What follows belongs to an exercise in optimizing a design on an open flow for small area, a short achievable clock period and few clock cycles; a production flow would make more cautious choices.
RTL that was checked went through simulation tests only; none was proved equivalent to the original.
The RTL of run 1 was laid out without a check of its function.
Power and IR drop assume default switching activity.

## flow/design.v (module list and top-level ports; edited modules follow where they fit)
// module lenet: 462 lines
// module csa5: 602 lines
// module csa_acc: 101 lines
module lenet (
    input wire clk,
    input wire rst_n,
    input wire compute_start,
    output reg compute_finish,
    input wire [31:0] scale_CONV1,
    input wire [31:0] scale_CONV2,
    input wire [31:0] scale_CONV3,
    input wire [31:0] scale_FC1,
    input wire [31:0] scale_FC2,
    output wire [ 3:0] sram_weight_wea0,
    output wire [15:0] sram_weight_addr0,
    output wire [31:0] sram_weight_wdata0,
    input wire [31:0] sram_weight_rdata0,
    output wire [ 3:0] sram_weight_wea1,
    output wire [15:0] sram_weight_addr1,
    output wire [31:0] sram_weight_wdata1,
    input wire [31:0] sram_weight_rdata1,
    output reg [ 3:0] sram_act_wea0,
    output wire [15:0] sram_act_addr0,
    output wire [31:0] sram_act_wdata0,
    input wire [31:0] sram_act_rdata0,
    output reg [ 3:0] sram_act_wea1,
    output wire [15:0] sram_act_addr1,
    output wire [31:0] sram_act_wdata1,
    input wire [31:0] sram_act_rdata1
);
  // ...
==> flow/run.sh <==
#!/bin/bash
# synth_recipe.tcl (not shown) runs the flow's synth.tcl, then flattens the netlist and writes it again
# the make line also repeats each setting of config.mk as NAME=value (left out here)
make -C /OpenROAD-flow-scripts/flow DESIGN_CONFIG=/design/flow/config.mk WORK_HOME=/design/flow/orfs CLKGATE_MAP_FILE= SYNTH_SCRIPT=/design/flow/synth_recipe.tcl finish
==> flow/config.mk <==
export PLATFORM = sky130hd
export DESIGN_NAME = lenet
export DESIGN_NICKNAME = lenet
export VERILOG_FILES = /design/flow/design.v
export SDC_FILE = /design/flow/constraint.sdc
export NUM_CORES = 4
export LEC_CHECK = 0
export CAP_MARGIN = 80
export CORE_MARGIN = 2
export CORE_UTILIZATION = 40
export SLEW_MARGIN = 80
==> flow/constraint.sdc <==
create_clock -name core_clock -period 14.0 [get_ports {clk}]
set_input_delay 2.8000 -clock core_clock [delete_from_list [all_inputs] [get_ports {clk}]]
set_output_delay 2.8000 -clock core_clock [all_outputs]
set_load 0.01 [all_outputs]
==> out/results.txt, run 1 <==
final setup TNS: 0 ps
Comb power frac: 73.8%
clk buf depth: 3
tap cell count: 2975
TritonRoute pass-1 iters: 6
Mapped Area: 0.08972 mm2
crit share post-route: 41.18%
buffering overhead: 8.175%
outcome: timing/DRC/antenna clean
max-capacitance violation count: 0
Global Route Usage Sum: 26.09%
Most used DFF post-synth: edfxtp_1
final setup margin: 8235 ps
adder-cell share of the synthesized area: 34.84%
Worst Hold Depth: 0
Post-synth top cells: inv_1, fa_1, and2_1
cell count after synthesis: 9268
Starting Density: 40.32%
clock tree cell share of total cell area: 3.515%
share of layout cells above drive strength 1: 12.33%
Seq. cell area: 0.02305 mm2
Detail Route Antenna Nets: 0
Setup-failing EPs final: 0
n_diodes: 14
drt initial violations: 6068
fin crit period: 5765 ps
CTS Hold Bufs: 0
unrepaired setup endpoints after global routing: no
Yosys top cell area share: 28.34%
top layer used by detailed routing: met5
==> module lenet, before the edit <==
module lenet (
    input wire clk,
    input wire rst_n,
    input wire compute_start,
    output reg compute_finish,
    input wire [31:0] scale_CONV1,
    input wire [31:0] scale_CONV2,
    input wire [31:0] scale_CONV3,
    input wire [31:0] scale_FC1,
    input wire [31:0] scale_FC2,
    output wire [ 3:0] sram_weight_wea0,
    output wire [15:0] sram_weight_addr0,
    output wire [31:0] sram_weight_wdata0,
    input wire [31:0] sram_weight_rdata0,
    output wire [ 3:0] sram_weight_wea1,
    output wire [15:0] sram_weight_addr1,
    output wire [31:0] sram_weight_wdata1,
    input wire [31:0] sram_weight_rdata1,
    output reg [ 3:0] sram_act_wea0,
    output wire [15:0] sram_act_addr0,
    output wire [31:0] sram_act_wdata0,
    input wire [31:0] sram_act_rdata0,
    output reg [ 3:0] sram_act_wea1,
    output wire [15:0] sram_act_addr1,
    output wire [31:0] sram_act_wdata1,
    input wire [31:0] sram_act_rdata1
);
    reg rst_q, start_q;
    always @(posedge clk) begin
        rst_q <= rst_n;
        start_q <= compute_start;
    end
    reg s_idle, s_c1, s_c2, s_c3, s_f1, s_f2, s_done;
    wire conv = s_c1 | s_c2;
    wire dense = s_c3 | s_f1 | s_f2;
    reg running;            
    reg wr_req;             
    wire issue = running & ~wr_req;
    reg [2:0] r;  reg r_e;        
    reg [2:0] c;  reg c_e;        
    reg dy;                       
    reg [2:0] j;  reg j_e;        
    reg [3:0] py; reg py_e;       
    reg [3:0] f;  reg f_e;        
    reg [5:0] k;  reg k_e;        
    reg [6:0] n;  reg n_e;        
    reg k_e1;                     
    wire grp_e = r_e & c_e;                   
    wire conv_last = grp_e & dy & j_e & py_e & f_e;
    wire at_last = conv ? conv_last : (k_e & n_e);
    reg [9:0] ap, ap1;      
    reg [9:0] rb;           
    reg [13:0] wa0, wa1;    
    reg [13:0] wb, wb1;     
    reg [13:0] bpa;         
    reg [9:0] aa0, aa1;     
    reg q_n;                
    reg t1v, t1f, t1l, t1d, t1g, t1q, t1a, t1b;
    reg t2v, t2f, t2l, t2d, t2g, t2q, t2a, t2b;
    reg t3v, t3f, t3l, t3d, t3g, t3a;
    reg t4v, t4f, t4l, t4d, t4g;
    reg t5v, t5d, t5g;
    reg go;                 
    reg [3:0] rq_cnt;
    wire pipe_empty = ~(t1v | t2v | t3v | t4v | t5v | go | (rq_cnt != 4'd0) | wr_req);
    reg [11:0] wptr, wptr1;
    reg rq_g;               
    wire [2:0] r_n = r_e ? 3'd0 : r + 3'd1;
    wire [2:0] c_n = c_e ? 3'd0 : c + 3'd1;
    wire [2:0] j_n = j_e ? 3'd0 : j + 3'd1;
    wire [3:0] py_n = py_e ? 4'd0 : py + 4'd1;
    wire [5:0] k_n = k_e ? 6'd0 : k + 6'd1;
    reg [5:0] k_last;
    always @(*) begin
        if (s_c3) k_last = 6'd49;
        else if (s_f1) k_last = 6'd14;
        else k_last = 6'd10;
    end
    always @(posedge clk) begin
        if (!rst_q) begin
            {s_c1, s_c2, s_c3, s_f1, s_f2, s_done} <= 6'd0;
            s_idle <= 1'b1;
            running <= 1'b0;
            compute_finish <= 1'b0;
            t1v <= 1'b0;
        end else begin
            t1v <= 1'b0;
            if (issue & at_last) running <= 1'b0;
            if (issue & ~at_last) begin
                t1v <= 1'b1;
                t1a <= 1'b0;
                t1b <= 1'b0;
                t1q <= 1'b0;
                if (conv) begin
                    r <= r_n;
                    r_e <= (r_n == 3'd4);
                    t1f <= grp_e;
                    t1l <= (r == 3'd3) & c_e;
                    wa0 <= wa0 + 14'd2;
                    wa1 <= wa1 + 14'd2;
                    if (!r_e) begin
                        ap <= ap + (s_c1 ? 10'd8 : 10'd4); aa0 <= ap + (s_c1 ? 10'd8 : 10'd4);
                        ap1 <= ap1 + (s_c1 ? 10'd8 : 10'd4); aa1 <= ap1 + (s_c1 ? 10'd8 : 10'd4);
                        if (q_n) begin
                            t1q <= 1'b1;
                            if (r == 3'd1) wa1 <= wa1 + 14'd4;
                            if (r == 3'd3) wa1 <= wa1;
                        end
                    end else if (!c_e) begin
                        c <= c_n;
                        c_e <= (c_n == 3'd5);
                        ap <= ap + 10'd40; aa0 <= ap + 10'd40;
                        ap1 <= ap1 + 10'd40; aa1 <= ap1 + 10'd40;
                    end else begin
                        c <= 3'd0;
                        c_e <= s_c1;
                        dy <= ~dy;
                        wa0 <= wb;
                        wa1 <= wb1;
                        if (!dy) begin
                            ap <= rb + (s_c1 ? 10'd8 : 10'd4); aa0 <= rb + (s_c1 ? 10'd8 : 10'd4);
                            ap1 <= rb + (s_c1 ? 10'd9 : 10'd5); aa1 <= rb + (s_c1 ? 10'd9 : 10'd5);
                        end else begin
                            j <= j_n;
                            j_e <= s_c1 ? (j_n == 3'd6) : (j_n == 3'd2);
                            if (!j_e) begin
                                rb <= rb + 10'd1;
                                ap <= rb + 10'd1; aa0 <= rb + 10'd1;
                                ap1 <= rb + 10'd2; aa1 <= rb + 10'd2;
                            end else begin
                                py <= py_n;
                                py_e <= s_c1 ? (py_n == 4'd13) : (py_n == 4'd4);
                                if (!py_e) begin
                                    rb <= rb + (s_c1 ? 10'd10 : 10'd6);
                                    ap <= rb + (s_c1 ? 10'd10 : 10'd6); aa0 <= rb + (s_c1 ? 10'd10 : 10'd6);
                                    ap1 <= rb + (s_c1 ? 10'd11 : 10'd7); aa1 <= rb + (s_c1 ? 10'd11 : 10'd7);
                                end else begin
                                    rb <= s_c1 ? 10'd0 : 10'd256;
                                    ap <= s_c1 ? 10'd0 : 10'd256; aa0 <= s_c1 ? 10'd0 : 10'd256;
                                    ap1 <= s_c1 ? 10'd1 : 10'd257; aa1 <= s_c1 ? 10'd1 : 10'd257;
                                    f <= f + 4'd1;
                                    f_e <= s_c1 ? (f == 4'd4) : (f == 4'd14);
                                    wa0 <= wa0 + 14'd2;
                                    wa1 <= wa1 + 14'd2;
                                    wb <= wa0 + 14'd2;
                                    wb1 <= wa1 + 14'd2;
                                end
                            end
                        end
                    end
                    q_n <= s_c2 & f_e & py_e & j_e & dy & c_e & ((r_n == 3'd1) | (r_n == 3'd2) | (r_n == 3'd3));
                end else begin
                    k <= k_n;
                    k_e <= k_e1;
                    k_e1 <= (k_n == k_last - 6'd1);
                    t1f <= k_e;
                    t1l <= k_e1;
                    wa0 <= wa0 + 14'd2;
                    wa1 <= wa1 + 14'd2;
                    ap <= ap + 10'd2; aa0 <= ap + 10'd2;
                    ap1 <= ap1 + 10'd2; aa1 <= ap1 + 10'd2;
                    if (k_e1 & s_f2) begin
                        wa1 <= bpa;
                        bpa <= bpa + 14'd1;
                        t1a <= 1'b1;
                        t1b <= 1'b1;
                    end
                    if (k_e) begin
                        n <= n + 7'd1;
                        n_e <= s_c3 ? (n == 7'd118) : s_f1 ? (n == 7'd82) : (n == 7'd8);
                        ap <= s_c3 ? 10'd592 : s_f1 ? 10'd692 : 10'd722; aa0 <= s_c3 ? 10'd592 : s_f1 ? 10'd692 : 10'd722;
                        ap1 <= s_c3 ? 10'd593 : s_f1 ? 10'd693 : 10'd723; aa1 <= s_c3 ? 10'd593 : s_f1 ? 10'd693 : 10'd723;
                        if (s_f2) begin
                            wa0 <= wa0 + 14'd1;
                            wa1 <= wa0 + 14'd2;
                        end
                    end
                end
                t1d <= conv & (grp_e ? ~dy : dy);
                t1g <= conv & (grp_e & dy ? (s_c1 ? (j_n == 3'd6) : (j_n == 3'd2)) : j_e);
            end
            if (wr_req) begin
                aa0 <= wptr[11:2];
                aa1 <= s_c1 ? wptr[11:2] : wptr1[11:2];
            end
            if (!running && pipe_empty && !s_done) begin
                if (s_idle & ~start_q) begin
                end else if (s_f2) begin
                    s_f2 <= 1'b0;
                    s_done <= 1'b1;
                    compute_finish <= 1'b1;
                end else begin
                    {s_c1, s_c2, s_c3, s_f1, s_f2} <= {s_idle, s_c1, s_c2, s_c3, s_f1};
                    s_idle <= 1'b0;
                    running <= 1'b1;
                    r <= 3'd0; r_e <= 1'b0;
                    c <= 3'd0; c_e <= s_idle;
                    dy <= 1'b0;
                    j <= 3'd0; j_e <= 1'b0;
                    py <= 4'd0; py_e <= 1'b0;
                    f <= 4'd0; f_e <= 1'b0;
                    k <= 6'd0; k_e <= 1'b0;
                    k_e1 <= 1'b0;
                    n <= 7'd0; n_e <= 1'b0;
                    q_n <= 1'b0;
                    bpa <= 14'd15750;
                    if (s_idle) begin
                        wa0 <= 14'd0; wa1 <= 14'd1; wb <= 14'd0; wb1 <= 14'd1;
                    end else begin
                        wa0 <= wa0 + 14'd2; wa1 <= wa0 + 14'd3;
                        wb <= wa0 + 14'd2; wb1 <= wa0 + 14'd3;
                    end
                    if (s_idle) begin ap <= 10'd0; aa0 <= 10'd0; ap1 <= 10'd1; aa1 <= 10'd1; rb <= 10'd0; end
                    else if (s_c1) begin ap <= 10'd256; aa0 <= 10'd256; ap1 <= 10'd257; aa1 <= 10'd257; rb <= 10'd256; end
                    else if (s_c2) begin ap <= 10'd592; aa0 <= 10'd592; ap1 <= 10'd593; aa1 <= 10'd593; end
                    else if (s_c3) begin ap <= 10'd692; aa0 <= 10'd692; ap1 <= 10'd693; aa1 <= 10'd693; end
                    else begin ap <= 10'd722; aa0 <= 10'd722; ap1 <= 10'd723; aa1 <= 10'd723; end
                    t1v <= 1'b1;
                    t1f <= 1'b1;
                    t1l <= 1'b0;
                    t1d <= 1'b0;
                    t1g <= 1'b0;
                    t1q <= 1'b0;
                    t1a <= 1'b0;
                    t1b <= s_c2;             
                end
            end
        end
    end
    reg conv1_w, conv2_w, fc2_w;
    always @(posedge clk) begin
        if (!rst_q) begin
            sram_act_wea0 <= 4'd0;
            sram_act_wea1 <= 4'd0;
        end else begin
            sram_act_wea0 <= 4'd0;
            sram_act_wea1 <= 4'd0;
            if (wr_req) begin
                if (s_c1) begin
                    sram_act_wea0 <= wptr[1] ? 4'b1100 : 4'b0011;
                    sram_act_wea1 <= rq_g ? 4'b1100 : 4'b0000;
                end else if (s_f2) begin
                    sram_act_wea0 <= 4'b1111;
                end else begin
                    sram_act_wea0 <= 4'b0001 << wptr[1:0];
                    sram_act_wea1 <= (s_c2 & ~rq_g) ? (4'b0001 << wptr1[1:0]) : 4'b0000;
                end
            end
        end
    end
    assign sram_weight_wea0 = 4'd0;
    assign sram_weight_wea1 = 4'd0;
    assign sram_weight_wdata0 = 32'd0;
    assign sram_weight_wdata1 = 32'd0;
    assign sram_weight_addr0 = {2'b00, wa0};
    assign sram_weight_addr1 = {2'b00, wa1};
    assign sram_act_addr0 = {6'd0, aa0};
    assign sram_act_addr1 = {6'd0, aa1};
    reg [7:0] A0, A1, A2, A3, A4, A5, A6, A7;   
    reg [7:0] W0, W1, W2, W3, W4;               
    reg [7:0] V0, V1, V2, V3, V4;               
    wire [63:0] ab = {sram_act_rdata1, sram_act_rdata0};
    wire [63:0] wbt = {sram_weight_rdata1, sram_weight_rdata0};
    wire [7:0] W0_n = t2q ? wbt[47:40] : wbt[7:0];
    wire [7:0] W1_n = t2q ? wbt[55:48] : wbt[15:8];
    always @(posedge clk) begin
        t2v <= t1v & rst_q; t2f <= t1f; t2l <= t1l; t2d <= t1d; t2g <= t1g;
        t2q <= t1q; t2a <= t1a; t2b <= t1b;
        t3v <= t2v & rst_q; t3f <= t2f; t3l <= t2l; t3d <= t2d; t3g <= t2g; t3a <= t2a;
        t4v <= t3v & rst_q; t4f <= t3f; t4l <= t3l; t4d <= t3d; t4g <= t3g;
        A0 <= ab[7:0];
        A1 <= ab[15:8];
        A2 <= ab[23:16];
        A3 <= ab[31:24];
        A4 <= t2a ? 8'd0 : ab[39:32];
        A5 <= t2b ? 8'd0 : ab[47:40];
        A6 <= t2b ? 8'd0 : ab[55:48];
        A7 <= t2b ? 8'd0 : ab[63:56];
        W0 <= W0_n;
        W1 <= W1_n;
        W2 <= t2q ? wbt[63:56] : wbt[23:16];
        W3 <= t2q ? 8'd0 : wbt[31:24];
        W4 <= t2q ? 8'd0 : wbt[39:32];
        V2 <= dense ? wbt[47:40] : t2q ? wbt[63:56] : wbt[23:16];
        V3 <= dense ? wbt[55:48] : t2q ? 8'd0 : wbt[31:24];
        V4 <= dense ? wbt[63:56] : t2q ? 8'd0 : wbt[39:32];
        V0 <= dense ? 8'd0 : W0_n;
        V1 <= dense ? 8'd0 : W1_n;
    end
    wire [23:0] p0r0, p0r1, p0r2, p1r0, p1r1, p1r2;
    wire [23:0] p2r0, p2r1, p2r2, p3r0, p3r1, p3r2;
    csa5 m0 (.a0(A0), .w0(W0), .a1(A1), .w1(W1), .a2(A2), .w2(W2), .a3(A3), .w3(W3), .a4(A4), .w4(W4),
             .r0(p0r0), .r1(p0r1), .r2(p0r2));
    csa5 m1 (.a0(A1), .w0(W0), .a1(A2), .w1(W1), .a2(A3), .w2(W2), .a3(A4), .w3(W3), .a4(A5), .w4(W4),
             .r0(p1r0), .r1(p1r1), .r2(p1r2));
    csa5 m2 (.a0(A2), .w0(W0), .a1(A3), .w1(W1), .a2(A4), .w2(W2), .a3(A5), .w3(W3), .a4(A6), .w4(W4),
             .r0(p2r0), .r1(p2r1), .r2(p2r2));
    csa5 m3 (.a0(A3), .w0(V0), .a1(A4), .w1(V1), .a2(A5), .w2(V2), .a3(A6), .w3(V3), .a4(A7), .w4(V4),
             .r0(p3r0), .r1(p3r1), .r2(p3r2));
    reg [23:0] R00, R01, R02, R10, R11, R12, R20, R21, R22, R30, R31, R32;
    always @(posedge clk) begin
        R00 <= p0r0; R01 <= p0r1; R02 <= p0r2;
        R10 <= p1r0; R11 <= p1r1; R12 <= p1r2;
        R20 <= p2r0; R21 <= p2r1; R22 <= p2r2;
        R30 <= p3r0; R31 <= p3r1; R32 <= p3r2;
    end
    reg signed [23:0] acc0, acc1, acc2, acc3;
    wire [23:0] ai0 = t4f ? 24'd0 : acc0;
    wire [23:0] ai1 = t4f ? 24'd0 : acc1;
    wire [23:0] ai2 = t4f ? 24'd0 : acc2;
    wire [23:0] ai3 = t4f ? 24'd0 : acc3;
    wire [23:0] s0, c0, s1, c1, s2, c2, s3, c3;
    csa_acc x0 (.acc(ai0), .r0(R00), .r1(R01), .r2(R02), .s(s0), .c(c0));
    csa_acc x1 (.acc(ai1), .r0(R10), .r1(R11), .r2(R12), .s(s1), .c(c1));
    csa_acc x2 (.acc(ai2), .r0(R20), .r1(R21), .r2(R22), .s(s2), .c(c2));
    csa_acc x3 (.acc(ai3), .r0(R30), .r1(R31), .r2(R32), .s(s3), .c(c3));
    always @(posedge clk) begin
        t5v <= t4v & t4l & rst_q;
        t5d <= t4d;
        t5g <= t4g;
        if (t4v) begin
            acc0 <= s0 + c0;
            acc1 <= s1 + c1;
            acc2 <= s2 + c2;
            acc3 <= s3 + c3;
        end
    end
    reg signed [23:0] pp0, pp1, m1r, rq_m;
    wire g01 = acc0 > acc1, gp0 = pp0 > acc0, gp1 = pp0 > acc1;
    wire g23 = acc2 > acc3, gp2 = pp1 > acc2, gp3 = pp1 > acc3;
    wire signed [23:0] h0 = g01 ? acc0 : acc1;
    wire signed [23:0] h1 = g23 ? acc2 : acc3;
    wire signed [23:0] v0 = (gp0 & gp1) ? pp0 : h0;
    wire signed [23:0] v1 = (gp2 & gp3) ? pp1 : h1;
    wire signed [23:0] dsum = acc0 + acc3;
    wire signed [23:0] mv0 = conv ? v0 : dsum;
    wire mv0_pos = ~mv0[23] & (|mv0[22:0]);
    wire mv1_pos = ~v1[23] & (|v1[22:0]);
    wire [23:0] m0_new = (s_f2 | mv0_pos) ? mv0 : 24'sd0;
    always @(posedge clk) begin
        go <= 1'b0;
        if (t5v) begin
            if (conv & ~t5d) begin
                pp0 <= h0;
                pp1 <= h1;
            end else begin
                go <= rst_q;
                rq_g <= t5g;
                m1r <= mv1_pos ? v1 : 24'sd0;
            end
        end
    end
    reg [9:0] scale;
    wire scale_next = (wptr == 12'd2364) | (wptr == 12'd2767) | (wptr == 12'd2887);
    always @(posedge clk) begin
        if (s_c1 & ~scale_next) scale <= scale_CONV1[9:0];
        else if ((s_c1 & scale_next) | (s_c2 & ~scale_next)) scale <= scale_CONV2[9:0];
        else if ((s_c2 & scale_next) | (s_c3 & ~scale_next)) scale <= scale_CONV3[9:0];
        else scale <= scale_FC1[9:0];
    end
    reg [31:0] rq_s, rq_c;
    reg [12:0] sh;          
    reg [7:0] q0;
    reg [31:0] wd0;
    reg [7:0] wd1;
    wire [31:0] M = {{8{rq_m[23]}}, rq_m};
    function [32:0] bsel;   
        input [2:0] d;
        input [31:0] x;
        reg neg, two, one;
        begin
            neg = d[2] & ~(d[1] & d[0]);
            two = (d == 3'b011) | (d == 3'b100);
            one = d[1] ^ d[0];
            bsel = {neg, (two ? {x[30:0], 1'b0} : one ? x : 32'd0) ^ {32{neg}}};
        end
    endfunction
    wire [32:0] bh = bsel(sh[12:10], M);
    wire [32:0] bl = bsel(sh[10:8], M);
    wire [31:0] y0 = {rq_s[27:0], 4'd0};
    wire [31:0] y1 = {rq_c[27:0], 1'b0, bh[32], 1'b0, bl[32]};
    wire [31:0] y2 = {bh[29:0], 2'b00};
    wire [31:0] y3 = bl[31:0];
    wire [31:0] u_s = y0 ^ y1 ^ y2;
    wire [31:0] u_c = {((y0 & y1) | (y0 & y2) | (y1 & y2)), 1'b0};
    wire [31:0] v_s = u_s ^ u_c[31:0] ^ y3;
    wire [31:0] v_c = {((u_s & u_c[31:0]) | (u_s & y3) | (u_c[31:0] & y3)), 1'b0};
    wire [31:0] prod = rq_s + rq_c;
    wire [7:0] qbyte = (prod[31:23] != 9'd0) ? 8'h7f : {1'b0, prod[22:16]};
    always @(posedge clk) begin
        if (!rst_q) begin
            rq_cnt <= 4'd0;
            wr_req <= 1'b0;
        end else begin
            if (wr_req) wr_req <= 1'b0;
            if (t5v & ~(conv & ~t5d)) rq_m <= m0_new;
            if (t3a) rq_s <= {V4, V3, V2, W4};
            if (go) begin
                sh <= {scale[9], scale[9], scale, 1'b0};
                if (s_f2) begin
                    rq_c <= M;
                    rq_cnt <= 4'd9;
                end else begin
                    rq_s <= 32'd0;
                    rq_c <= 32'd0;
                    rq_cnt <= 4'd1;
                end
            end else if (rq_cnt != 4'd0) begin
                rq_cnt <= rq_cnt + 4'd1;
                sh <= {sh[8:0], 4'd0};
                rq_s <= v_s;
                rq_c <= v_c;
                if (rq_cnt == 4'd4) begin
                    q0 <= qbyte;
                    wd0 <= {4{qbyte}};
                    if (conv) begin
                        rq_m <= m1r;
                        sh <= {scale[9], scale[9], scale, 1'b0};
                        rq_s <= 32'd0;
                        rq_c <= 32'd0;
                    end else begin
                        rq_cnt <= 4'd0;
                        wr_req <= 1'b1;
                    end
                end
                if (rq_cnt == 4'd8) begin
                    rq_cnt <= 4'd0;
                    wr_req <= 1'b1;
                    if (s_c1) wd0 <= {qbyte, q0, qbyte, q0};
                end
                if (rq_cnt == 4'd9) begin
                    wd0 <= prod;
                    rq_cnt <= 4'd0;
                    wr_req <= 1'b1;
                end
            end
        end
    end
    always @(posedge clk) if (rq_cnt == 4'd8) wd1 <= s_c1 ? 8'd0 : qbyte;
    assign sram_act_wdata0 = wd0;
    assign sram_act_wdata1 = {4{wd1}};
    always @(posedge clk) begin
        if (!rst_q) begin
            wptr <= 12'd1024;
            wptr1 <= 12'd1025;
        end else if (wr_req) begin
            if (s_c1) begin
                wptr <= wptr + (rq_g ? 12'd4 : 12'd2);
                wptr1 <= wptr1 + (rq_g ? 12'd4 : 12'd2);
            end else if (s_c2 & ~rq_g) begin
                wptr <= wptr + 12'd2;
                wptr1 <= wptr1 + 12'd2;
            end else if (s_f2) begin
                wptr <= wptr + 12'd4;
                wptr1 <= wptr1 + 12'd4;
            end else begin
                wptr <= wptr + 12'd1;
                wptr1 <= wptr1 + 12'd1;
            end
        end
    end
endmodule
==> run 2, diff against run 1 <==
--- a/flow/design.v
+++ b/flow/design.v
@@ -50,7 +50,6 @@
     wire at_last = conv ? conv_last : (k_e & n_e);
-    reg [9:0] ap, ap1;      
+    reg [9:0] ap;           
     reg [9:0] rb;           
     reg [13:0] wa0, wa1;    
-    reg [13:0] wb, wb1;     
-    reg [13:0] bpa;         
+    reg [13:0] wb;          
     reg [9:0] aa0, aa1;     
@@ -65,3 +64,3 @@
     wire pipe_empty = ~(t1v | t2v | t3v | t4v | t5v | go | (rq_cnt != 4'd0) | wr_req);
-    reg [11:0] wptr, wptr1;
+    reg [11:0] wptr;
     reg rq_g;               
@@ -78,2 +77,31 @@
     end
+    wire st_r  = conv & ~r_e;                   
+    wire st_c  = conv & r_e & ~c_e;             
+    wire st_g  = conv & grp_e;                  
+    wire st_dy = st_g & ~dy;                    
+    wire st_j  = st_g & dy & ~j_e;              
+    wire st_py = st_g & dy & j_e & ~py_e;       
+    wire st_f  = st_g & dy & j_e & py_e;        
+    wire st_n  = dense & k_e;                   
+    reg [9:0] dlt, dlt1;
+    always @(*) begin
+        if (st_c) begin dlt = 10'd40; dlt1 = 10'd41; end
+        else if (st_j) begin dlt = 10'd1; dlt1 = 10'd2; end
+        else if (st_py) begin dlt = s_c1 ? 10'd10 : 10'd6; dlt1 = s_c1 ? 10'd11 : 10'd7; end
+        else if (conv) begin dlt = s_c1 ? 10'd8 : 10'd4; dlt1 = s_c1 ? 10'd9 : 10'd5; end
+        else begin dlt = 10'd2; dlt1 = 10'd3; end
+    end
+    wire [9:0] apb = (st_dy | st_j | st_py) ? rb : ap;
+    wire [9:0] apsum = apb + dlt;
+    wire [9:0] apsum1 = apb + dlt1;
+    wire [9:0] lbase = s_c3 ? 10'd592 : s_f1 ? 10'd692 : 10'd722;
+    wire [9:0] ap_nx = st_f ? (s_c1 ? 10'd0 : 10'd256) : st_n ? lbase : apsum;
+    wire [9:0] lbase1 = s_c3 ? 10'd593 : s_f1 ? 10'd693 : 10'd723;
+    wire [9:0] ap1_nx = st_f ? (s_c1 ? 10'd1 : 10'd257) : st_n ? lbase1 : apsum1;
+    wire [13:0] wsum = wa0 + ((s_f2 & k_e) ? 14'd1 : 14'd2);
+    wire [13:0] wa0_nx = (st_g & ~st_f) ? wb : wsum;
+    wire q3 = q_n & ((r == 3'd1) | (r == 3'd2));
+    wire fc2_bias = s_f2 & k_e1;
+    wire [13:0] wa1_nx = fc2_bias ? (14'd15750 + {7'd0, n}) : (st_g & ~st_f) ? (wb + 14'd1) : (wa0 + ((s_f2 & k_e) ? 14'd2 : q3 ? 14'd5 : 14'd3));
+    wire [11:0] wptr_p1 = wptr + 12'd1;
     always @(posedge clk) begin
@@ -85,4 +113,6 @@
             t1v <= 1'b0;
+            t1f <= 1'b0;
         end else begin
             t1v <= 1'b0;
+            t1f <= 1'b0;
             if (issue & at_last) running <= 1'b0;
@@ -90,5 +120,12 @@
                 t1v <= 1'b1;
-                t1a <= 1'b0;
-                t1b <= 1'b0;
-                t1q <= 1'b0;
+                t1a <= fc2_bias;
+                t1b <= fc2_bias;
+                t1q <= conv & q_n;
+                ap <= ap_nx;
+                aa0 <= ap_nx;
+                aa1 <= ap1_nx;
+                wa0 <= wa0_nx;
+                wa1 <= wa1_nx;
+                if (st_j | st_py | st_f) rb <= ap_nx;
+                if (st_f) wb <= wsum;
                 if (conv) begin
@@ -98,18 +135,7 @@
                     t1l <= (r == 3'd3) & c_e;
-                    wa0 <= wa0 + 14'd2;
-                    wa1 <= wa1 + 14'd2;
-                    if (!r_e) begin
-                        ap <= ap + (s_c1 ? 10'd8 : 10'd4); aa0 <= ap + (s_c1 ? 10'd8 : 10'd4);
-                        ap1 <= ap1 + (s_c1 ? 10'd8 : 10'd4); aa1 <= ap1 + (s_c1 ? 10'd8 : 10'd4);
-                        if (q_n) begin
-                            t1q <= 1'b1;
-                            if (r == 3'd1) wa1 <= wa1 + 14'd4;
-                            if (r == 3'd3) wa1 <= wa1;
-                        end
-                    end else if (!c_e) begin
+                    if (st_c) begin
                         c <= c_n;
                         c_e <= (c_n == 3'd5);
-                        ap <= ap + 10'd40; aa0 <= ap + 10'd40;
-                        ap1 <= ap1 + 10'd40; aa1 <= ap1 + 10'd40;
-                    end else begin
+                    end
+                    if (st_g) begin
                         c <= 3'd0;
@@ -117,34 +143,14 @@
                         dy <= ~dy;
-                        wa0 <= wb;
-                        wa1 <= wb1;
-                        if (!dy) begin
-                            ap <= rb + (s_c1 ? 10'd8 : 10'd4); aa0 <= rb + (s_c1 ? 10'd8 : 10'd4);
-                            ap1 <= rb + (s_c1 ? 10'd9 : 10'd5); aa1 <= rb + (s_c1 ? 10'd9 : 10'd5);
-                        end else begin
-                            j <= j_n;
-                            j_e <= s_c1 ? (j_n == 3'd6) : (j_n == 3'd2);
-                            if (!j_e) begin
-                                rb <= rb + 10'd1;
-                                ap <= rb + 10'd1; aa0 <= rb + 10'd1;
-                                ap1 <= rb + 10'd2; aa1 <= rb + 10'd2;
-                            end else begin
-                                py <= py_n;
-                                py_e <= s_c1 ? (py_n == 4'd13) : (py_n == 4'd4);
-                                if (!py_e) begin
-                                    rb <= rb + (s_c1 ? 10'd10 : 10'd6);
-                                    ap <= rb + (s_c1 ? 10'd10 : 10'd6); aa0 <= rb + (s_c1 ? 10'd10 : 10'd6);
-                                    ap1 <= rb + (s_c1 ? 10'd11 : 10'd7); aa1 <= rb + (s_c1 ? 10'd11 : 10'd7);
-                                end else begin
-                                    rb <= s_c1 ? 10'd0 : 10'd256;
-                                    ap <= s_c1 ? 10'd0 : 10'd256; aa0 <= s_c1 ? 10'd0 : 10'd256;
-                                    ap1 <= s_c1 ? 10'd1 : 10'd257; aa1 <= s_c1 ? 10'd1 : 10'd257;
-                                    f <= f + 4'd1;
-                                    f_e <= s_c1 ? (f == 4'd4) : (f == 4'd14);
-                                    wa0 <= wa0 + 14'd2;
-                                    wa1 <= wa1 + 14'd2;
-                                    wb <= wa0 + 14'd2;
-                                    wb1 <= wa1 + 14'd2;
-                                end
-                            end
-                        end
+                    end
+                    if (st_j | st_py | st_f) begin
+                        j <= j_n;
+                        j_e <= s_c1 ? (j_n == 3'd6) : (j_n == 3'd2);
+                    end
+                    if (st_py | st_f) begin
+                        py <= py_n;
+                        py_e <= s_c1 ? (py_n == 4'd13) : (py_n == 4'd4);
+                    end
+                    if (st_f) begin
+                        f <= f + 4'd1;
+                        f_e <= s_c1 ? (f == 4'd4) : (f == 4'd14);
                     end
@@ -157,12 +163,2 @@
                     t1l <= k_e1;
-                    wa0 <= wa0 + 14'd2;
-                    wa1 <= wa1 + 14'd2;
-                    ap <= ap + 10'd2; aa0 <= ap + 10'd2;
-                    ap1 <= ap1 + 10'd2; aa1 <= ap1 + 10'd2;
-                    if (k_e1 & s_f2) begin
-                        wa1 <= bpa;
-                        bpa <= bpa + 14'd1;
-                        t1a <= 1'b1;
-                        t1b <= 1'b1;
-                    end
                     if (k_e) begin
@@ -170,8 +166,2 @@
                         n_e <= s_c3 ? (n == 7'd118) : s_f1 ? (n == 7'd82) : (n == 7'd8);
-                        ap <= s_c3 ? 10'd592 : s_f1 ? 10'd692 : 10'd722; aa0 <= s_c3 ? 10'd592 : s_f1 ? 10'd692 : 10'd722;
-                        ap1 <= s_c3 ? 10'd593 : s_f1 ? 10'd693 : 10'd723; aa1 <= s_c3 ? 10'd593 : s_f1 ? 10'd693 : 10'd723;
-                        if (s_f2) begin
-                            wa0 <= wa0 + 14'd1;
-                            wa1 <= wa0 + 14'd2;
-                        end
                     end
@@ -183,3 +173,3 @@
                 aa0 <= wptr[11:2];
-                aa1 <= s_c1 ? wptr[11:2] : wptr1[11:2];
+                aa1 <= s_c1 ? wptr[11:2] : wptr_p1[11:2];
             end
@@ -205,14 +195,10 @@
                     q_n <= 1'b0;
-                    bpa <= 14'd15750;
-                    if (s_idle) begin
-                        wa0 <= 14'd0; wa1 <= 14'd1; wb <= 14'd0; wb1 <= 14'd1;
-                    end else begin
-                        wa0 <= wa0 + 14'd2; wa1 <= wa0 + 14'd3;
-                        wb <= wa0 + 14'd2; wb1 <= wa0 + 14'd3;
-                    end
-                    if (s_idle) begin ap <= 10'd0; aa0 <= 10'd0; ap1 <= 10'd1; aa1 <= 10'd1; rb <= 10'd0; end
-                    else if (s_c1) begin ap <= 10'd256; aa0 <= 10'd256; ap1 <= 10'd257; aa1 <= 10'd257; rb <= 10'd256; end
-                    else if (s_c2) begin ap <= 10'd592; aa0 <= 10'd592; ap1 <= 10'd593; aa1 <= 10'd593; end
-                    else if (s_c3) begin ap <= 10'd692; aa0 <= 10'd692; ap1 <= 10'd693; aa1 <= 10'd693; end
-                    else begin ap <= 10'd722; aa0 <= 10'd722; ap1 <= 10'd723; aa1 <= 10'd723; end
+                    wa0 <= s_idle ? 14'd0 : wsum;
+                    wb <= s_idle ? 14'd0 : wsum;
+                    wa1 <= s_idle ? 14'd1 : wsum + 14'd1;
+                    if (s_idle) begin ap <= 10'd0; aa0 <= 10'd0; aa1 <= 10'd1; rb <= 10'd0; end
+                    else if (s_c1) begin ap <= 10'd256; aa0 <= 10'd256; aa1 <= 10'd257; rb <= 10'd256; end
+                    else if (s_c2) begin ap <= 10'd592; aa0 <= 10'd592; aa1 <= 10'd593; end
+                    else if (s_c3) begin ap <= 10'd692; aa0 <= 10'd692; aa1 <= 10'd693; end
+                    else begin ap <= 10'd722; aa0 <= 10'd722; aa1 <= 10'd723; end
                     t1v <= 1'b1;
@@ -229,3 +215,2 @@
     end
-    reg conv1_w, conv2_w, fc2_w;
     always @(posedge clk) begin
@@ -245,3 +230,3 @@
                     sram_act_wea0 <= 4'b0001 << wptr[1:0];
-                    sram_act_wea1 <= (s_c2 & ~rq_g) ? (4'b0001 << wptr1[1:0]) : 4'b0000;
+                    sram_act_wea1 <= (s_c2 & ~rq_g) ? (4'b0001 << wptr_p1[1:0]) : 4'b0000;
                 end
@@ -270,10 +255,10 @@
         t4v <= t3v & rst_q; t4f <= t3f; t4l <= t3l; t4d <= t3d; t4g <= t3g;
-        A0 <= ab[7:0];
-        A1 <= ab[15:8];
-        A2 <= ab[23:16];
-        A3 <= ab[31:24];
-        A4 <= t2a ? 8'd0 : ab[39:32];
-        A5 <= t2b ? 8'd0 : ab[47:40];
-        A6 <= t2b ? 8'd0 : ab[55:48];
-        A7 <= t2b ? 8'd0 : ab[63:56];
+        A0 <= t2v ? ab[7:0] : 8'd0;
+        A1 <= t2v ? ab[15:8] : 8'd0;
+        A2 <= t2v ? ab[23:16] : 8'd0;
+        A3 <= t2v ? ab[31:24] : 8'd0;
+        A4 <= (t2v & ~t2a) ? ab[39:32] : 8'd0;
+        A5 <= (t2v & ~t2b) ? ab[47:40] : 8'd0;
+        A6 <= (t2v & ~t2b) ? ab[55:48] : 8'd0;
+        A7 <= (t2v & ~t2b) ? ab[63:56] : 8'd0;
         W0 <= W0_n;
@@ -320,8 +305,6 @@
         t5g <= t4g;
-        if (t4v) begin
-            acc0 <= s0 + c0;
-            acc1 <= s1 + c1;
-            acc2 <= s2 + c2;
-            acc3 <= s3 + c3;
-        end
+        acc0 <= s0 + c0;
+        acc1 <= s1 + c1;
+        acc2 <= s2 + c2;
+        acc3 <= s3 + c3;
     end
@@ -442,20 +425,4 @@
     always @(posedge clk) begin
-        if (!rst_q) begin
-            wptr <= 12'd1024;
-            wptr1 <= 12'd1025;
-        end else if (wr_req) begin
-            if (s_c1) begin
-                wptr <= wptr + (rq_g ? 12'd4 : 12'd2);
-                wptr1 <= wptr1 + (rq_g ? 12'd4 : 12'd2);
-            end else if (s_c2 & ~rq_g) begin
-                wptr <= wptr + 12'd2;
-                wptr1 <= wptr1 + 12'd2;
-            end else if (s_f2) begin
-                wptr <= wptr + 12'd4;
-                wptr1 <= wptr1 + 12'd4;
-            end else begin
-                wptr <= wptr + 12'd1;
-                wptr1 <= wptr1 + 12'd1;
-            end
-        end
+        if (!rst_q) wptr <= 12'd1024;
+        else if (wr_req) wptr <= wptr + ((s_c1 & rq_g) | s_f2 ? 12'd4 : (s_c1 | (s_c2 & ~rq_g)) ? 12'd2 : 12'd1);
     end
--- a/flow/config.mk
+++ b/flow/config.mk
@@ -7,5 +7,6 @@
 export LEC_CHECK = 0
-export CAP_MARGIN = 80
+export CAP_MARGIN = 20
 export CORE_MARGIN = 2
-export CORE_UTILIZATION = 40
-export SLEW_MARGIN = 80
+export CORE_UTILIZATION = 65
+export PLACE_DENSITY = 0.75
+export SLEW_MARGIN = 20
==> run 2 against run 1 <==
Still clean. Design area shrank 14%. Die area shrank 42%. Clock power shrank 8.5%. Sequential cell count shrank 50. Hold slack lost 15 ps. Register-to-register slack gained 250 ps. Final cell count shrank 17%. Clock skew shrank 12 ps. Core utilization grew 24 points. Critical path type unchanged. Largest cell class unchanged.
==> out/results.txt, run 2 <==
initial antenna violation count: 13 (was 32)
RR Endpoint: acc1[23] (was acc3[23])
routed vias: 63204 (was 69336)
Static Leak: 41.40 nW (was 46.29 nW)
reg-to-reg startpoint: t4f (unchanged)
fin. max-slew vios: 0 (unchanged)
Global Route Usage Sum: 38.91% (was 26.09%)
Post-synth EDFFs: 347 (was 482)
Setup Buffers After CTS: 0 (unchanged)
dpl hpwl: 179.6 mm (was 228.5 mm)
Slew HR: 18.47%
crit path kind: reg -> reg (unchanged)
Core Box Area: 0.1280 mm2 (was 0.2225 mm2)
Clock transition at path regs: 60 ps (about the same)
critical path required time: 14670 ps (was 14590 ps)
most frequent cells in the layout: inv_1, fa_1, and2_1, nand2_1, dfxtp_1 (was inv_1, fa_1, and2_1, nand2_1, edfxtp_1)
clock sinks: 845 (was 895)
Worst-Skew Late Latency: 750 ps (was 820 ps)
Worst Hold Depth: 0 (unchanged)
clock power share: 13.4% (was 9.6%)
outcome: timing/DRC/antenna clean (unchanged)
DRT Wirelength: 253.5 mm (was 298.8 mm)
post-synthesis sequential area ratio: 24.26% (was 25.35%)
Most used DFF post-synth: dfxtp_1 (was edfxtp_1)
Mean Syn Cell Area: 9.685 um2 (was 9.681 um2)
Detail Route Antenna Nets: 0 (unchanged)
largest net degree at the start of global routing: 163 (was 45)
crit share post-route: 39.42% (was 41.18%)
Final Skew: 61.34 ps (was 73.38 ps)
Setup-failing EPs final: 0 (unchanged)
CTS H-Tree Depth: 3 (unchanged)
Finished Cell Area: 0.09161 mm2 (was 0.1063 mm2)
post_cts resized: 0 (unchanged)
commonest non-fill, non-tap cell in the layout: inv_1 (unchanged)
TritonRoute pass-1 iters: 9 (was 6)
number of synthesized register bits: 845 (was 895)
Yosys top cell area share: 30.23% (was 28.34%)
final setup TNS: 0 ps (unchanged)
die area: 0.1322 mm2 (was 0.2281 mm2)
Synth async-reset ratio: 0% (unchanged)
Fill cells: 9723 (was 20754)
Worst-Margin Slew: 1223 ps
Final #Nets: 10794 (was 11730)
Seq pwr share: 22.7% (was 16.6%)
PD cells: 221.0 mW/mm2 (was 288.3 mW/mm2)
chip height: 363.6 um (was 477.6 um)
CTS tree: built (unchanged)
share of layout cells above drive strength 1: 4.624% (was 12.33%)
Int Pwr: 0.01049 W (was 0.01564 W)
critical hold path startpoint: t3l (unchanged)
Area after DPL: 0.08813 mm2 (was 0.1015 mm2)
I/O Pins: 500 (unchanged)
Switching Fraction: 48.20% (was 48.99%)
Fin. Hold Viols: 0 (unchanged)
hold endpoint: t4l (unchanged)
DR DRC count: 0 (unchanged)
Critical Path AT: 6190 ps (was 6360 ps)
row cnt: 131 (was 173)
port bufs: 287 (unchanged)
drt initial violations: 7005 (was 6068)
Max Fclk: 0.1812 GHz (was 0.1734 GHz)
per-cell routed wire length: 23.88 um (was 23.37 um)
Starting Density: 65.65% (was 40.32%)
unrepaired setup endpoints after global routing: no (unchanged)
count leader, synth: inv_1 (unchanged)
Congestion Overflow GR: 0 (unchanged)
Area Growth Syn to Fin: 9.005% (was 18.50%)
HP Class: reg -> reg (unchanged)
CTS Buf Count: 97 (was 107)
Mapped Area: 0.08404 mm2 (was 0.08972 mm2)
Yosys top cell by area: fa_1 (unchanged)
number of synthesis warnings: 1 (unchanged)
CP startpoint kind: flip-flop (unchanged)
crit path max fanout: 50 (was 41)
crit end category: flip-flop (unchanged)
vias in the first global route: 65667 (was 72710)
DR vias/cell: 5.954 (was 5.423)
flop-to-flop setup slack: 8480 ps (was 8230 ps)
switching pwr: 0.009760 W (was 0.01502 W)
Post-synth top cells: inv_1, fa_1, and2_1 (unchanged)
CTS Hold Bufs: 0 (unchanged)
Root Driver: clkbuf_16 (unchanged)
Comb power frac: 64.0% (was 73.8%)
gp weighted congestion: 0.9554 (was 0.9284)
clk buf depth: 3 (unchanged)
max-capacitance violation count: 0 (unchanged)
Synth area leaders: fa_1, edfxtp_1, dfxtp_1, and2_1, ha_1 (unchanged)
synth unique cells: 92 (was 102)
IR Drop Worst-Case VDD: 0.2081 mV (was 0.3162 mV)
R2R cell count: 17 (was 21)
Largest regs: rq_c x32, rq_s x32, wd0 x32 (unchanged)
first-pass GRT wire length: 386.7 mm (was 452.9 mm)
cell count after synthesis: 8678 (was 9268)
die width: 363.6 um (was 477.6 um)
fin crit period: 5519 ps (was 5765 ps)
[run 2: how the worst max path moves through the flow]
stage | slack [ps] | endpoint | startpoint | depth (start not counted)
final | 8480 | acc1[23] | t4f | 17
after global routing | 8040 | acc1[23] | t4f | 17
after CTS | 8490 | acc1[23] | t4f | 17
after detailed placement | 8540 | acc1[23] | t4f | 17
after global placement | 8590 | acc1[23] | t4f | 17
after floorplan | 6390 | rq_c[0] | rst_q | 2
[run 2: routing by layer]
metal	routed length [um]	GRT usage (%)	vias up
li1	-	-	27429
met1	94320	49.82	31085
met2	115500	61.15	3769
met3	28720	10.07	919
met4	15010	20.48	2
met5	13	0	-
[run 2: area by class of cell]
type | count | area, um2 | share of cell area [%]
tap | 1729 | 2163 | 2.361
sequential | 845 | 20430 | 22.30
timing repair buffer | 395 | 3704 | 4.043
multi-input combinational | 5958 | 56290 | 61.44
inverter | 1488 | 5585 | 6.097
clock buffer | 133 | 2831 | 3.091
clock inverter | 48 | 561.8 | 0.6132
antenna | 20 | 50.05 | 0.05463
[run 2: cells by family after synthesis]
| logic type | count (synthesis) | share of synthesized area (%) |
|---|---|---|
| other cells | 1 | 0.004462 |
| fa+ha+maj | 1718 | 36.91 |
| mux | 156 | 1.949 |
| flops | 845 | 24.26 |
| buf+inv | 1967 | 9.303 |
| compound gates | 1057 | 7.966 |
| xor+xnor | 265 | 2.762 |
| simple gates | 2669 | 16.84 |
[run 2: metrics by stage]
stage | setup WS, ps | std cells | total power [W] | utilization, % | hold WS, ps
after floorplan | 6390 | 8770 | 0.01336 | - | 309.6
after global placement | 8588 | 10414 | 0.01685 | 68.85 | 313.0
after detailed placement | 8537 | 10414 | 0.01727 | 68.85 | 314.2
after CTS | 8488 | 10595 | 0.02007 | 71.50 | 269.9
after global routing | 8038 | 10600 | 0.02190 | 71.53 | 287.8
final | 8481 | 10616 | 0.02025 | 71.57 | 274.8
[run 2: worst max-delay path, stage by stage (launching register included)]
cell and delay, ps:
dfxtp_2 630, buf_4 340, buf_4 500, nor2_1 130, fa_1 500, ha_1 330
a31oi_1 270, o21bai_1 130, a211o_1 320, a2111oi_0 590, o31ai_1 260, o211ai_1 360
a311oi_1 250, o21ai_1 180, nand2b_1 110, a21o_1 190, a21oi_1 170, xor2_1 150
[run 2: power by group through the flow]
stage	clock network [W]	registers, W	logic, W
3_5_place_dp	0	0.00460	0.0127
4_1_cts	0.00273	0.00455	0.0128
6_report	0.00270	0.00459	0.0130
3_3_place_gp	0	0.00457	0.0123
5_1_grt	0.00282	0.00463	0.0144
2_1_floorplan	0	0.00410	0.00926
Testbench counts of run 2, summed over its fixed seeds: cycles 690,072.
==> run 3, diff against run 2 <==
--- a/flow/config.mk
+++ b/flow/config.mk
@@ -7,3 +7,3 @@
 export LEC_CHECK = 0
-export CAP_MARGIN = 20
+export CAP_MARGIN = 80
 export CORE_MARGIN = 2
@@ -11,2 +11,2 @@
 export PLACE_DENSITY = 0.75
-export SLEW_MARGIN = 20
+export SLEW_MARGIN = 80
==> run 3 against run 2 <==
Still clean. First-iteration DRC count shrank 7.6%. Final cell count grew 2.0%. Routed wire length grew 2.5%. Non-clock buffer count grew 208. Synthesized cell count is the same. Highest routed layer unchanged.
==> out/results.txt, run 3 <==
fin. max-slew vios: 0 (unchanged)
DR WL met2: 119.3 mm (was 115.5 mm)
first-pass GRT wire length: 394.0 mm (was 386.7 mm)
Switching Fraction: 48.00% (was 48.20%)
cell count after synthesis: 8678 (unchanged)
clock power share: 12.6% (was 13.4%)
Final Skew: 59.55 ps (was 61.34 ps)
Synth async-reset ratio: 0% (unchanged)
Most used DFF post-synth: dfxtp_1 (unchanged)
row cnt: 131 (unchanged)
post-synthesis sequential area ratio: 24.26% (unchanged)
die width: 363.6 um (unchanged)
dpl hpwl: 191.1 mm (was 179.6 mm)
outcome: timing/DRC/antenna clean (unchanged)
Yosys top cell area share: 30.23% (unchanged)
switching pwr: 0.01045 W (was 0.009760 W)
gp weighted congestion: 0.9554 (unchanged)
CTS Hold Bufs: 0 (unchanged)
unrepaired setup endpoints after global routing: no (unchanged)
number of synthesized register bits: 845 (unchanged)
Static Leak: 43.23 nW (was 41.40 nW)
DRT Wirelength: 260.0 mm (was 253.5 mm)
Int Pwr: 0.01132 W (was 0.01049 W)
port bufs: 287 (unchanged)
crit end category: flip-flop (unchanged)
Setup Buffers After CTS: 0 (unchanged)
die area: 0.1322 mm2 (unchanged)
Largest regs: rq_c x32, rq_s x32, wd0 x32 (unchanged)
Critical Path AT: 5960 ps (was 6190 ps)
TritonRoute pass-1 iters: 6 (was 9)
reg-to-reg startpoint: t4f (unchanged)
Detail Route Antenna Nets: 0 (unchanged)
R2R cell count: 20 (was 17)
Mapped Area: 0.08404 mm2 (unchanged)
initial antenna violation count: 12 (was 13)
CTS tree: built (unchanged)
Worst-Skew Late Latency: 770 ps (was 750 ps)
Setup-failing EPs final: 0 (unchanged)
Clock transition at path regs: 60 ps (about the same)
CP startpoint kind: flip-flop (unchanged)
most frequent cells in the layout: inv_1, fa_1, and2_1, nand2_1, ha_1 (was inv_1, fa_1, and2_1, nand2_1, dfxtp_1)
per-cell routed wire length: 24.02 um (was 23.88 um)
Comb power frac: 66.7% (was 64.0%)
chip height: 363.6 um (unchanged)
top layer used by detailed routing: met5 (unchanged)
Synth area leaders: fa_1, edfxtp_1, dfxtp_1, and2_1, ha_1 (unchanged)
CTS Buf Count: 98 (was 97)
Root Driver: clkbuf_16 (unchanged)
final setup TNS: 0 ps (unchanged)
clk buf depth: 3 (unchanged)
M1 WL: 94.60 mm (was 94.32 mm)
post_cts resized: 0 (unchanged)
hold endpoint: t5d (was t4l)
clock sinks: 845 (unchanged)
crit share post-route: 38.33% (was 39.42%)
DR vias/cell: 5.976 (was 5.954)
Area Growth Syn to Fin: 15.24% (was 9.005%)
Congestion Overflow GR: 0 (unchanged)
HP Class: reg -> reg (unchanged)
Mean Syn Cell Area: 9.685 um2 (unchanged)
Post-synth EDFFs: 347 (unchanged)
RR Endpoint: acc2[20] (was acc1[23])
crit path max fanout: 30 (was 50)
max-capacitance violation count: 0 (unchanged)
Fin. Hold Viols: 0 (unchanged)
Fill cells: 8846 (was 9723)
Max Fclk: 0.1863 GHz (was 0.1812 GHz)
routed vias: 64686 (was 63204)
Seq pwr share: 20.7% (was 22.7%)
Worst Hold Depth: 0 (unchanged)
CTS H-Tree Depth: 3 (unchanged)
commonest non-fill, non-tap cell in the layout: inv_1 (unchanged)
flop-to-flop setup slack: 8630 ps (was 8480 ps)
Global Route Usage Sum: 39.59% (was 38.91%)
I/O Pins: 500 (unchanged)
total power: 0.02177 W (was 0.02025 W)
crit path kind: reg -> reg (unchanged)
DR DRC count: 0 (unchanged)
PD cells: 224.8 mW/mm2 (was 221.0 mW/mm2)
Yosys top cell by area: fa_1 (unchanged)
DP Worst Slack: 8827 ps (was 8537 ps)
synth unique cells: 92 (unchanged)
final setup margin: 8634 ps (was 8481 ps)
drt initial violations: 6471 (was 7005)
count leader, synth: inv_1 (unchanged)
Post-synth top cells: inv_1, fa_1, and2_1 (unchanged)
Core Util, Final: 75.66% (was 71.57%)
share of layout cells above drive strength 1: 10.46% (was 4.624%)
number of synthesis warnings: 1 (unchanged)
largest net degree at the start of global routing: 52 (was 163)
critical hold path startpoint: t4d (was t3l)
critical path required time: 14590 ps (was 14670 ps)
fin crit period: 5366 ps (was 5519 ps)
Final #Nets: 11003 (was 10794)
IR Drop Worst-Case VDD: 0.2151 mV (was 0.2081 mV)
met3 routed WL: 29.41 mm (was 28.72 mm)
vias in the first global route: 67241 (was 65667)
Core Box Area: 0.1280 mm2 (unchanged)
Starting Density: 65.65% (unchanged)
==> run 3: cell counts after synthesis <==
Identical to the previous run, type by type.
==> run 3: logic make-up after synthesis <==
| logic type | share of synthesized area, % |
|---|---|
| compound gates | 7.966 |
| simple gates | 16.84 |
| flops | 24.26 |
| other cells | 0.004462 |
| buf+inv | 9.303 |
| fa+ha+maj | 36.91 |
| mux | 1.949 |
| xor+xnor | 2.762 |
==> run 3: worst max path at each step <==
stage / start / to / slack [ps] / depth (start not counted)
6_report: t4f / acc2[20] / 8630 / 20
5_1_grt: t4f / acc2[20] / 8430 / 20
4_1_cts: t4f / acc2[20] / 8770 / 19
3_5_place_dp: t4f / acc2[20] / 8830 / 19
3_3_place_gp: t4f / acc1[23] / 8590 / 17
2_1_floorplan: rst_q / rq_c[0] / 6390 / 2
==> run 3: worst max-delay path, cell delays in order, from the launching register on <==
cell and delay (ps):
dfxtp_4 380, buf_6 190, buf_4 280, buf_8 220
buf_12 210, nor2_1 90, fa_1 470, ha_1 340
a21o_1 200, a21oi_1 220, o21bai_1 90, a21oi_1 240
o21bai_1 140, a41oi_1 350, a21oi_2 130, a41o_1 300
o41ai_2 220, clkdlybuf4s50_1 600, o21ai_2 110, or2_1 240
xor2_1 150
==> run 3: final cells by class <==
| class | count | area, um2 | share of cell area, % |
|---|---|---|---|
| Multi-Input combinational cell | 5958 | 58150 | 60.04 |
| Tap cell | 1729 | 2163 | 2.234 |
| Clock inverter | 49 | 616.8 | 0.6369 |
| Sequential cell | 845 | 20710 | 21.38 |
| Antenna cell | 16 | 40.04 | 0.04134 |
| Timing Repair Buffer | 603 | 6778 | 6.998 |
| Clock buffer | 137 | 2803 | 2.894 |
| Inverter | 1488 | 5590 | 5.772 |
==> run 3: metrics by stage <==
step,cell area (um2),instances,hold WS [ps]
global route,96810,10810,328.4
finish,96850,10825,326.1
detailed placement,92160,10579,313.6
CTS,95580,10765,327.2
global placement,88130,10414,313.0
floorplan,84390,8770,309.6
==> run 3: routing by layer <==
metal  vias up  GRT usage, %
met5         -        0.5810
met4         6         21.49
met3      1060         10.88
met2      3900         62.81
met1     31868         49.41
li1      27852             -
==> run 3: power by group through the flow <==
stage	Sequential (W)	Combinational [W]	Clock, W
3_5_place_dp	0.00453	0.0137	0
4_1_cts	0.00448	0.0138	0.00276
6_report	0.00450	0.0145	0.00274
5_1_grt	0.00455	0.0160	0.00286
3_3_place_gp	0.00457	0.0123	0
2_1_floorplan	0.00410	0.00926	0
==> run 4, diff against run 3 <==
--- a/flow/design.v
+++ b/flow/design.v
@@ -59,3 +59,4 @@
     reg t3v, t3f, t3l, t3d, t3g, t3a;
-    reg t4v, t4f, t4l, t4d, t4g;
+    reg t4v, t4l, t4d, t4g;
+    reg clr0, clr1, clr2, clr3;   
     reg t5v, t5d, t5g;
@@ -254,3 +255,3 @@
         t3v <= t2v & rst_q; t3f <= t2f; t3l <= t2l; t3d <= t2d; t3g <= t2g; t3a <= t2a;
-        t4v <= t3v & rst_q; t4f <= t3f; t4l <= t3l; t4d <= t3d; t4g <= t3g;
+        t4v <= t3v & rst_q; t4l <= t3l; t4d <= t3d; t4g <= t3g;
         A0 <= t2v ? ab[7:0] : 8'd0;
@@ -292,6 +293,12 @@
     reg signed [23:0] acc0, acc1, acc2, acc3;
-    wire [23:0] ai0 = t4f ? 24'd0 : acc0;
-    wire [23:0] ai1 = t4f ? 24'd0 : acc1;
-    wire [23:0] ai2 = t4f ? 24'd0 : acc2;
-    wire [23:0] ai3 = t4f ? 24'd0 : acc3;
+    always @(posedge clk) begin
+        clr0 <= t3f;
+        clr1 <= t3f | dense;
+        clr2 <= t3f | dense | (s_c2 & t3g);
+        clr3 <= t3f | (s_c2 & t3g);
+    end
+    wire [23:0] ai0 = clr0 ? 24'd0 : acc0;
+    wire [23:0] ai1 = clr1 ? 24'd0 : acc1;
+    wire [23:0] ai2 = clr2 ? 24'd0 : acc2;
+    wire [23:0] ai3 = clr3 ? 24'd0 : acc3;
     wire [23:0] s0, c0, s1, c1, s2, c2, s3, c3;
--- a/flow/config.mk
+++ b/flow/config.mk
@@ -7,3 +7,3 @@
 export LEC_CHECK = 0
-export CAP_MARGIN = 80
+export CAP_MARGIN = 20
 export CORE_MARGIN = 2
@@ -11,2 +11,2 @@
 export PLACE_DENSITY = 0.75
-export SLEW_MARGIN = 80
+export SLEW_MARGIN = 20
==> run 4 against run 3 <==
Critical path depth fell by 8. Hold slack got worse by 0.81 ps. Design area fell by 5.5%. Non-clock buffer count fell by 213. Critical path type unchanged. Largest cell class unchanged.
==> out/results.txt, run 4 <==
outcome: timing/DRC/antenna clean (unchanged)
initial antenna violation count: 12 (unchanged)
die width: 363.5 um (was 363.6 um)
critical path required time: 14690 ps (was 14590 ps)
Largest stage delay, worst path: 1100 ps (was 600 ps)
Mean Syn Cell Area: 9.712 um2 (was 9.685 um2)
die area: 0.1321 mm2 (was 0.1322 mm2)
chip height: 363.5 um (was 363.6 um)
Detail Route Antenna Nets: 0 (unchanged)
cell repeated most along the worst path: fa_1
crit path max fanout: 32 (was 30)
Max Fclk: 0.1993 GHz (was 0.1863 GHz)
post_cts resized: 0 (unchanged)
Worst-Margin Slew: 1192 ps
number of synthesized register bits: 848 (was 845)
Setup Buffers After CTS: 0 (unchanged)
share of layout cells above drive strength 1: 5.027% (was 10.46%)
DR DRC count: 0 (unchanged)
CTS tree: built (unchanged)
Worst Setup SP: A3[5] (was t4f)
Mapped Area: 0.08401 mm2 (was 0.08404 mm2)
DR vias/cell: 6.004 (was 5.976)
drt initial violations: 6185 (was 6471)
final setup TNS: 0 ps (unchanged)
Synth async-reset ratio: 0% (unchanged)
port bufs: 287 (unchanged)
CP max-delay cell: dfxtp_2 (was clkdlybuf4s50_1)
gp weighted congestion: 0.9537 (was 0.9554)
max-capacitance violation count: 0 (unchanged)
Worst Hold Depth: 0 (unchanged)
CTS H-Tree Depth: 3 (unchanged)
first-pass GRT wire length: 384.4 mm (was 394.0 mm)
Post-synth EDFFs: 347 (unchanged)
Seq. cell area: 0.02048 mm2 (was 0.02071 mm2)
commonest non-fill, non-tap cell in the layout: inv_1 (unchanged)
Static Leak: 41.57 nW (was 43.23 nW)
most frequent cells in the layout: inv_1, fa_1, and2_1, nand2_1, dfxtp_1 (was inv_1, fa_1, and2_1, nand2_1, ha_1)
Placed Cells: 10311 (was 10579)
Top delay family on crit path: adder cells (was compound AO/OA/AOI/OAI gates)
R2R cell count: 12 (was 20)
clk buf depth: 3 (unchanged)
unrepaired setup endpoints after global routing: no (unchanged)
TritonRoute pass-1 iters: 8 (was 6)
post-synthesis sequential area ratio: 24.34% (was 24.26%)
clock sinks: 848 (was 845)
per-cell routed wire length: 23.98 um (was 24.02 um)
Clock transition at path regs: 60 ps (about the same)
HP Class: reg -> reg (unchanged)
Critical Path AT: 5700 ps (was 5960 ps)
Fill cells: 9723 (was 8846)
Yosys top cell area share: 30.24% (was 30.23%)
dpl hpwl: 179.7 mm (was 191.1 mm)
row cnt: 131 (unchanged)
flop-to-flop setup slack: 8980 ps (was 8630 ps)
DRT Wirelength: 252.0 mm (was 260.0 mm)
CP startpoint kind: flip-flop (unchanged)
count leader, synth: inv_1 (unchanged)
Slew HR: 20.56%
CP Cell Sequence: and2_1 > fa_1 > inv_1 > fa_1 > fa_1 > fa_1 > inv_1 > ha_1 > inv_1 > fa_1 > inv_1 > fa_1 (was buf_6 > buf_4 > buf_8 > buf_12 > nor2_1 > fa_1 > ha_1 > a21o_1 > a21oi_1 > o21bai_1 > a21oi_1 > o21bai_1 > a41oi_1 > a21oi_2 > a41o_1 > o41ai_2 > clkdlybuf4s50_1 > o21ai_2 > or2_1 > xor2_1)
PD cells: 227.4 mW/mm2 (was 224.8 mW/mm2)
fin. max-slew vios: 0 (unchanged)
Most used DFF post-synth: dfxtp_1 (unchanged)
Post-synth top cells: inv_1, fa_1, and2_1 (unchanged)
Crit. path cell count: 12 (was 20)
Starting Density: 65.71% (was 65.65%)
routed vias: 63097 (was 64686)
Yosys top cell by area: fa_1 (unchanged)
Fin. Hold Viols: 0 (unchanged)
RR Endpoint: R01[9] (was acc2[20])
crit path kind: reg -> reg (unchanged)
vias in the first global route: 65679 (was 67241)
IR Drop Worst-Case VDD: 0.1949 mV (was 0.2151 mV)
largest net degree at the start of global routing: 73 (was 52)
cell count after synthesis: 8650 (was 8678)
I/O Pins: 500 (unchanged)
CP Capture Point: R01[9] (was acc2[20])
Largest regs: rq_c x32, rq_s x32, wd0 x32 (unchanged)
CTS Buf Count: 98 (unchanged)
Root Driver: clkbuf_16 (unchanged)
crit end category: flip-flop (unchanged)
fin crit period: 5017 ps (was 5366 ps)
Core Box Area: 0.1278 mm2 (was 0.1280 mm2)
Setup-failing EPs final: 0 (unchanged)
number of synthesis warnings: 1 (unchanged)
Synth area leaders: fa_1, edfxtp_1, dfxtp_1, and2_1, ha_1 (unchanged)
Congestion Overflow GR: 0 (unchanged)
Area Growth Syn to Fin: 8.976% (was 15.24%)
Final Skew: 44.22 ps (was 59.55 ps)
synth unique cells: 87 (was 92)
crit share post-route: 35.84% (was 38.33%)
Global Route Usage Sum: 38.74% (was 39.59%)
Worst-Skew Late Latency: 750 ps (was 770 ps)
reg-to-reg startpoint: A3[5] (was t4f)
WP buf/inv: 4 (was 5)
Multi-input gate area: 0.05626 mm2 (was 0.05815 mm2)
final cell count without fillers: 10510 (was 10825)
Final #Nets: 10759 (was 11003)
CTS Hold Bufs: 0 (unchanged)
## run 4: cell types whose count changed after synthesis, sizes merged, moves of 11 or more
cell / before / now
a21o: 79 / 65
nor3: 95 / 74
o22ai: 58 / 37
o211ai: 35 / 24
o21a: 62 / 44
nor2b: 91 / 72
xnor2: 170 / 184
nor2: 352 / 392
inv: 1488 / 1465
a21oi: 306 / 352
nand3: 93 / 81
xor2: 95 / 81
## run 4: cell type report
type	count	share of cell area [%]
Timing Repair Buffer	390	3.991
Inverter	1465	6.006
Antenna cell	15	0.04100
Clock inverter	50	0.6259
Sequential cell	848	22.37
Tap cell	1662	2.271
Multi-Input combinational cell	5947	61.45
Clock buffer	133	3.242
## run 4: worst register-to-register path, stage by stage, from the launching register on
cell and delay (ps):
dfxtp_2 1100, and2_1 320, fa_1 390, inv_1 90, fa_1 470, fa_1 530, fa_1 560, inv_1 50
ha_1 300, inv_1 60, fa_1 540, inv_1 50, fa_1 520
## run 4: logic make-up (layout without fill, tap and decap cells)
kind of cell,count (synthesis),count (layout),synth area share [%]
AOI/OAI and AO/OA,1074,1074,8.132
xor gates and xnor gates,265,265,2.763
adders and majority gates,1718,1718,36.93
buffers and inverters,1947,2038,9.247
DFF,848,848,24.34
muxes,163,163,2.052
other,1,108,0.004464
and+or+nand+nor,2634,2634,16.54
## run 4: per-layer routing
metal / global-route usage (%) / part of all wire [%] / up-vias
met5: 0 / 0.019 / -
met4: 21.24 / 6.3 / 8
met3: 9.776 / 11 / 914
met2: 60.79 / 45 / 3706
met1: 49.47 / 37 / 31109
li1: - / - / 27360
## run 4: how the worst min path moves through the flow
stage / start / to / slack (ps)
global placement: t2f / t3f / 310
floorplan: t1f / t2f / 310
CTS: t3d / t4d / 330
global route: t3l / t4l / 340
detailed placement: t4g / t5g / 310
finish: t3d / t4d / 330
## run 4: stage by stage
step	cell area [um2]	hold WS [ps]	total power (W)	setup WS (ps)	util [%]
3_3_place_gp	87940	312.2	0.01726	9090	68.79
4_1_cts	91480	327.6	0.02063	9040	71.56
2_1_floorplan	84360	309.6	0.01364	6748	-
3_5_place_dp	87940	314.3	0.01770	9059	68.79
6_report	91550	325.3	0.02082	8983	71.61
5_1_grt	91530	337.6	0.02255	8842	71.59
## run 4: power breakdown
group | switching (W) | leakage [nW] | internal, W
clock | 0.00114 | 1.74 | 0.00167
combinational | 0.00777 | 32.4 | 0.00548
sequential | 0.00108 | 7.47 | 0.00367
total | 0.00999 | 41.6 | 0.0108
Testbench counts of run 4, summed over its fixed seeds: cycles 690,072.

static timing again, ports no longer ideal:
Ports are ideal in the flow. The routed layouts listed here were re-timed in OpenROAD. Step 1, drivers: a clkbuf_16 drives clk and a buf_2 each remaining input, both assumed. Step 2 adds t to the input delays and takes it off the output delays; t is the mean of the earliest and latest rising clock arrival at the registers after step 1. Input paths then give back, and output paths get back, about the clock's delay inside the block. Three values: ideal ports, drivers, drivers and shift; two values: the first two.
| run | t (ns) | setup slack, ns | latest minus earliest clock arrival (ns) |
|---|---|---|---|
| run 1 | 0.863 | 8.235 / 8.235 / 8.235 | 0.091 / 0.091 |
| run 2 | 0.801 | 8.481 / 8.481 / 8.481 | 0.064 / 0.063 |
| run 3 | 0.819 | 8.634 / 8.634 / 8.634 | 0.063 / 0.063 |
| run 4 | 0.806 | 8.983 / 8.983 / 8.983 | 0.045 / 0.044 |
After both steps every run listed still meets setup and hold.
